Context: an optimization exercise on an open-source flow, tuned for small area. The choices shown serve that exercise and are no tape-out recipe. In this exercise RTL edits were held to simulation tests only and were not proved equivalent to the original. No driver is modelled on the clock port, so clock power and skew are understated where the tree is cut down; a real chip needs a root buffer or a tree.

==> cedar <==
## total_fir
module total_fir(total_out, x_in, clk);
	input clk;
	input signed [7:0] x_in;
	output signed [15:0] total_out;
	reg [7:0] e0;
	reg [7:0] e1;
	reg [7:0] e2;
	reg [7:0] e3;
	reg [7:0] e4;
	reg [7:0] e5;
	reg [7:0] e6;
	reg [7:0] e7;
	reg [7:0] e8;
	reg [7:0] e9;
	reg [7:0] e10;
	reg [7:0] e11;
	reg [7:0] e12;
	reg [7:0] e13;
	reg [7:0] e14;
	reg [7:0] e15;
	reg [7:0] e16;
	reg [7:0] e17;
	reg r498;
	reg r499;
	reg r558;
	reg r559;
	reg r606;
	reg r607;
	reg r642;
	reg r667;
	reg r668;
	reg r683;
	reg r684;
	reg r691;
	reg r692;
	reg r695;
	reg r696;
	reg r701;
	reg r702;
	reg r703;
	reg r704;
	reg r705;
	wire o5_0;
	wire o6_0;
	wire o7_0;
	wire o8_0;
	wire o16_0;
	wire w1;
	wire w2;
	wire w3;
	wire w4;
	wire w5;
	wire w6;
	wire w7;
	wire w8;
	wire w9;
	wire w10;
	wire w11;
	wire w12;
	wire w13;
	wire w14;
	wire w15;
	wire w16;
	wire w17;
	wire w18;
	wire w19;
	wire w20;
	wire w21;
	wire w22;
	wire w23;
	wire w24;
	wire w25;
	wire w26;
	wire w27;
	wire w28;
	wire w29;
	wire w30;
	wire w31;
	wire w32;
	wire w33;
	wire w34;
	wire w35;
	wire w36;
	wire w37;
	wire w38;
	wire w39;
	wire w40;
	wire w41;
	wire w42;
	wire w43;
	wire w44;
	wire w45;
	wire w46;
	wire w47;
  ...
Settings: LEC_CHECK=0, CAP_MARGIN=20, CORE_MARGIN=2, CORE_UTILIZATION=40, PLACE_DENSITY=0.75, SLEW_MARGIN=20, SYNTH_HIERARCHICAL=1, SYNTH_MINIMUM_KEEP_SIZE=0; clock period 5.0 ns.
standard.sh (not shown) runs the stock make flow with config.mk's settings and CLKGATE_MAP_FILE= SYNTH_SCRIPT=/design/flow/synth_recipe.tcl, a recipe that flattens the netlist after the stock synthesis.
==> flow/flow/run.sh <==
#!/bin/bash
# The standard layout (standard.sh, the ORFS flow), with ORFS's own variables set for three steps:
#  - clock tree: flow/mycts.tcl (sourced by ORFS before its CTS step) replaces TritonCTS with a
#    two-level tree: one clkbuf_8 at the clock port driving MYCTS_NLEAF clkbuf_4 cells, each
#    driving one placement cluster of flip-flops (balanced k-means on flip-flop locations);
#  - port buffering with the smallest buffer cell (every input and output still gets a buffer);
#  - timing-driven global placement keeps none of its trial buffering.
# The full ORFS output goes to standard.log in this folder (per-step logs under orfs/logs).
export PRE_CTS_TCL="$(pwd)/flow/mycts.tcl"
export MYCTS_NLEAF=18
export MYCTS_CELL=sky130_fd_sc_hd__clkbuf_4
export MYCTS_ROOT=sky130_fd_sc_hd__clkbuf_8
export BUFFER_PORTS_ARGS="-buffer_cell sky130_fd_sc_hd__buf_1"
export GPL_KEEP_OVERFLOW=0
bash standard.sh > standard.log 2>&1
==> flow/flow/mycts.tcl <==
proc simple_clock_tree {args} {
  set nleaf [expr {[info exists ::env(MYCTS_NLEAF)] ? $::env(MYCTS_NLEAF) : 4}]
  set cell [expr {[info exists ::env(MYCTS_CELL)] ? $::env(MYCTS_CELL) : "sky130_fd_sc_hd__clkbuf_8"}]
  set block [ord::get_db_block]
  set db [ord::get_db]
  set master [$db findMaster $cell]
  set clkport [$block findBTerm clk]
  set clknet [$clkport getNet]
  set sinks {}
  foreach it [$clknet getITerms] {
    set inst [$it getInst]
    set bb [$inst getBBox]
    lappend sinks [list $it [expr {([$bb xMin] + [$bb xMax]) / 2}] [expr {([$bb yMin] + [$bb yMax]) / 2}]]
  }
  # k-means with farthest-point seeding (deterministic)
  set pts $sinks
  set cx [lindex $pts 0 1]; set cy [lindex $pts 0 2]
  set tx 0; set ty 0
  foreach p $pts { set tx [expr {$tx + [lindex $p 1]}]; set ty [expr {$ty + [lindex $p 2]}] }
  set n [llength $pts]
  set cents [list [list [expr {$tx / $n}] [expr {$ty / $n}]]]
  while {[llength $cents] < $nleaf} {
    set best -1; set bp {}
    foreach p $pts {
      set dmin 1e18
      foreach c $cents {
        set d [expr {abs([lindex $p 1] - [lindex $c 0]) + abs([lindex $p 2] - [lindex $c 1])}]
        if {$d < $dmin} { set dmin $d }
      }
      if {$dmin > $best} { set best $dmin; set bp [list [lindex $p 1] [lindex $p 2]] }
    }
    lappend cents $bp
  }
  # balanced k-means: each cluster gets at most ceil(n/k) sinks
  set cap [expr {int(ceil(double($n) / $nleaf))}]
  for {set iter 0} {$iter < 30} {incr iter} {
    set pairs {}
    set i 0
    foreach p $pts {
      set k 0
      foreach c $cents {
        lappend pairs [list [expr {abs([lindex $p 1] - [lindex $c 0]) + abs([lindex $p 2] - [lindex $c 1])}] $i $k]
        incr k
      }
      incr i
    }
    set pairs [lsort -real -index 0 $pairs]
    array unset asg; array unset cnt
    for {set k 0} {$k < $nleaf} {incr k} { set cnt($k) 0 }
    foreach pr $pairs {
      lassign $pr d i k
      if {[info exists asg($i)]} continue
      if {$cnt($k) >= $cap} continue
      set asg($i) $k; incr cnt($k)
    }
    set newc {}
    for {set k 0} {$k < $nleaf} {incr k} { set sx($k) 0; set sy($k) 0 }
    for {set i 0} {$i < $n} {incr i} {
      set k $asg($i)
      set sx($k) [expr {$sx($k) + [lindex $pts $i 1]}]; set sy($k) [expr {$sy($k) + [lindex $pts $i 2]}]
    }
    for {set k 0} {$k < $nleaf} {incr k} {
      if {$cnt($k) > 0} { lappend newc [list [expr {$sx($k) / $cnt($k)}] [expr {$sy($k) / $cnt($k)}]] } else { lappend newc [lindex $cents $k] }
    }
    set cents $newc
  }
  set drvnet $clknet
  if {$nleaf > 4} {
    set rcell [expr {[info exists ::env(MYCTS_ROOT)] ? $::env(MYCTS_ROOT) : $cell}]
    set rinst [odb::dbInst_create $block [$db findMaster $rcell] "clkbuf_root"]
    set drvnet [odb::dbNet_create $block "clknet_root"]
    $drvnet setSigType CLOCK
    [$rinst findITerm X] connect $drvnet
    [$rinst findITerm A] connect $clknet
    set mx 0; set my 0
    foreach c $cents { set mx [expr {$mx + [lindex $c 0]}]; set my [expr {$my + [lindex $c 1]}] }
    $rinst setLocation [expr {int($mx / $nleaf)}] [expr {int($my / $nleaf)}]
    $rinst setPlacementStatus PLACED
  }
  for {set k 0} {$k < $nleaf} {incr k} {
    set inst [odb::dbInst_create $block $master "clkbuf_leaf_$k"]
    set net [odb::dbNet_create $block "clknet_leaf_$k"]
    $net setSigType CLOCK
    [$inst findITerm X] connect $net
    [$inst findITerm A] connect $drvnet
    $inst setLocation [expr {int([lindex $cents $k 0])}] [expr {int([lindex $cents $k 1])}]
    $inst setPlacementStatus PLACED
    set leafnet($k) $net
  }
  for {set i 0} {$i < $n} {incr i} {
    set it [lindex $pts $i 0]
    $it disconnect
    $it connect $leafnet($asg($i))
  }
  global_connect
  set_propagated_clock [all_clocks]
  puts "simple_clock_tree: $nleaf x $cell, sinks per buffer: [array get cnt]"
}
rename clock_tree_synthesis tritoncts_clock_tree_synthesis
proc clock_tree_synthesis {args} { simple_clock_tree }
==> inputs of willow, as changes to cedar <==
--- a/flow/design.v
+++ b/flow/design.v
@@ -31,19 +31,19 @@
 	reg r668;
 	reg r683;
 	reg r684;
 	reg r691;
 	reg r692;
 	reg r695;
 	reg r696;
-	reg r701;
-	reg r702;
 	reg r703;
 	reg r704;
 	reg r705;
+	reg r706;
+	reg r707;
 	wire o5_0;
 	wire o6_0;
 	wire o7_0;
 	wire o8_0;
 	wire o16_0;
 	wire w1;
 	wire w2;
@@ -746,14 +746,16 @@
 	wire w699;
 	wire w700;
 	wire w701;
 	wire w702;
 	wire w703;
 	wire w704;
 	wire w705;
+	wire w706;
+	wire w707;
 	wire n1;
 	wire n2;
 	wire n3;
 	wire n4;
 	wire n5;
 	wire n6;
 	wire n7;
@@ -841,19 +843,19 @@
 		r668 <= w641;
 		r683 <= w681;
 		r684 <= w666;
 		r691 <= w689;
 		r692 <= w682;
 		r695 <= w688;
 		r696 <= w690;
-		r701 <= w164;
-		r702 <= w220;
-		r703 <= w286;
-		r704 <= w360;
-		r705 <= w432;
+		r703 <= w164;
+		r704 <= w220;
+		r705 <= w286;
+		r706 <= w360;
+		r707 <= w432;
 	end
 	assign o5_0 = ~(~e5[0] | ~e5[1]);
 	assign o6_0 = ~(~e6[0] | ~e6[1]);
 	assign o7_0 = ~(e7[0] | e7[1]);
 	assign o8_0 = ~(e8[0] | e8[1]);
 	assign o16_0 = ~(e16[0] | e16[1]);
 	assign n1 = ~e2[0];
@@ -1228,32 +1230,34 @@
 	fa uw677 (.a(w654), .b(w656), .c(w675), .s(w677), .co(w678));
 	fa uw679 (.a(w658), .b(w677), .c(w660), .s(w679), .co(w680));
 	fa uw681 (.a(w662), .b(w679), .c(w664), .s(w681), .co(w682));
 	fa uw685 (.a(r683), .b(r684), .c(w670), .s(w685), .co(w686));
 	fa uw687 (.a(w672), .b(w674), .c(w676), .s(w687), .co(w688));
 	fa uw689 (.a(w678), .b(w687), .c(w680), .s(w689), .co(w690));
 	fa uw693 (.a(r691), .b(r692), .c(w686), .s(w693), .co(w694));
-	fa uw697 (.a(r695), .b(r696), .c(w694), .s(w697), .co(w698));
-	assign w699 = w698 ^ 1'b1;
-	assign total_out[0] = r701;
-	assign total_out[1] = r702;
-	assign total_out[2] = r703;
-	assign total_out[3] = r704;
-	assign total_out[4] = r705;
+	ha uw699 (.a(r695), .b(r696), .s(w699), .co(w700));
+	xr uw697 (.a(w699), .b(w694), .s(w697));
+	ao uw698 (.g(w700), .p(w699), .c(w694), .co(w698));
+	assign w701 = w698 ^ 1'b1;
+	assign total_out[0] = r703;
+	assign total_out[1] = r704;
+	assign total_out[2] = r705;
+	assign total_out[3] = r706;
+	assign total_out[4] = r707;
 	assign total_out[5] = w500;
 	assign total_out[6] = w560;
 	assign total_out[7] = w608;
 	assign total_out[8] = w643;
 	assign total_out[9] = w669;
 	assign total_out[10] = w685;
 	assign total_out[11] = w693;
 	assign total_out[12] = w697;
-	assign total_out[13] = w699;
-	assign total_out[14] = w699;
-	assign total_out[15] = w699;
+	assign total_out[13] = w701;
+	assign total_out[14] = w701;
+	assign total_out[15] = w701;
 endmodule
 module fa(input a, input b, input c, output s, output co);
 	assign s = a ^ b ^ c;
 	assign co = (a & b) | (a & c) | (b & c);
 endmodule
 module xn(input a, input b, output s);
 	assign s = ~(a ^ b);
==> flow/flow/run.sh (replaced) <==
#!/bin/bash
# The standard layout (standard.sh, the ORFS flow), with ORFS's own variables set for three steps:
#  - clock tree: flow/mycts.tcl (sourced by ORFS before its CTS step) replaces TritonCTS with a
#    two-level tree: one clkbuf_16 at the clock port driving MYCTS_NLEAF clkbuf_4 cells, each
#    driving one placement cluster of flip-flops (balanced k-means on flip-flop locations);
#  - port buffering with the smallest buffer cell (every input and output still gets a buffer);
#  - timing-driven global placement keeps none of its trial buffering.
# The full ORFS output goes to standard.log in this folder (per-step logs under orfs/logs).
export PRE_CTS_TCL="$(pwd)/flow/mycts.tcl"
export MYCTS_NLEAF=20
export MYCTS_CELL=sky130_fd_sc_hd__clkbuf_4
export MYCTS_ROOT=sky130_fd_sc_hd__clkbuf_16
export BUFFER_PORTS_ARGS="-buffer_cell sky130_fd_sc_hd__buf_1"
export GPL_KEEP_OVERFLOW=0
bash standard.sh > standard.log 2>&1
--- a/flow/flow/mycts.tcl
+++ b/flow/flow/mycts.tcl
@@ -1,7 +1,10 @@
+# Simple one-level clock tree: the clock port drives NLEAF clock buffers, each
+# buffer drives the flip-flops of one placement cluster (k-means on the flip-flop
+# locations).  Replaces TritonCTS, whose H-tree always builds 16 leaf buffers here.
 proc simple_clock_tree {args} {
   set nleaf [expr {[info exists ::env(MYCTS_NLEAF)] ? $::env(MYCTS_NLEAF) : 4}]
   set cell [expr {[info exists ::env(MYCTS_CELL)] ? $::env(MYCTS_CELL) : "sky130_fd_sc_hd__clkbuf_8"}]
   set block [ord::get_db_block]
   set db [ord::get_db]
   set master [$db findMaster $cell]
   set clkport [$block findBTerm clk]
PLACE_DENSITY = not set   (was 0.75)
==> inputs of tundra, as changes to cedar <==
--- a/flow/flow/mycts.tcl
+++ b/flow/flow/mycts.tcl
@@ -1,7 +1,10 @@
+# Simple one-level clock tree: the clock port drives NLEAF clock buffers, each
+# buffer drives the flip-flops of one placement cluster (k-means on the flip-flop
+# locations).  Replaces TritonCTS, whose H-tree always builds 16 leaf buffers here.
 proc simple_clock_tree {args} {
   set nleaf [expr {[info exists ::env(MYCTS_NLEAF)] ? $::env(MYCTS_NLEAF) : 4}]
   set cell [expr {[info exists ::env(MYCTS_CELL)] ? $::env(MYCTS_CELL) : "sky130_fd_sc_hd__clkbuf_8"}]
   set block [ord::get_db_block]
   set db [ord::get_db]
   set master [$db findMaster $cell]
   set clkport [$block findBTerm clk]
PLACE_DENSITY = not set   (was 0.75)
==> summary of the runs <==
Routed wire length: tundra is higher than willow (1.3%). The lowest hold slack belongs to cedar, the highest to tundra. Final area: cedar < tundra < willow. In flip-flop and latch count, tundra and willow do not differ. cedar went through all stages and came out clean. tundra completed with no timing, DRC or antenna violations. willow completed without violations.
In every run of this note, the design's own scripts or RTL, not TritonCTS, make the clock network.

## static timing again, ports no longer ideal
The results above use ideal ports. As a check the final layouts listed here were re-extracted and re-timed, cells and wires unchanged. Step 1 sets driving cells, clkbuf_16 on the clock port and buf_2 on the other inputs (assumed; they add their load-dependent delay and slew). Step 2 also shifts input and output timing later by t, the mid clock arrival at the registers, as if the neighbouring blocks saw the same clock. a / b / c = ideal / step 1 / step 2; a / b = the first two.
run | t (ns) | setup WS [ns] | worst hold slack (ns)
cedar | 0.530 | 0.146 / 0.146 / 0.146 | 0.330 / 0.330 / 0.330
willow | 0.446 | 0.110 / 0.110 / 0.110 | 0.332 / 0.332 / 0.332
tundra | 0.538 | 0.109 / 0.109 / 0.109 | 0.333 / 0.333 / 0.333
After both steps setup and hold are still met in every run listed.
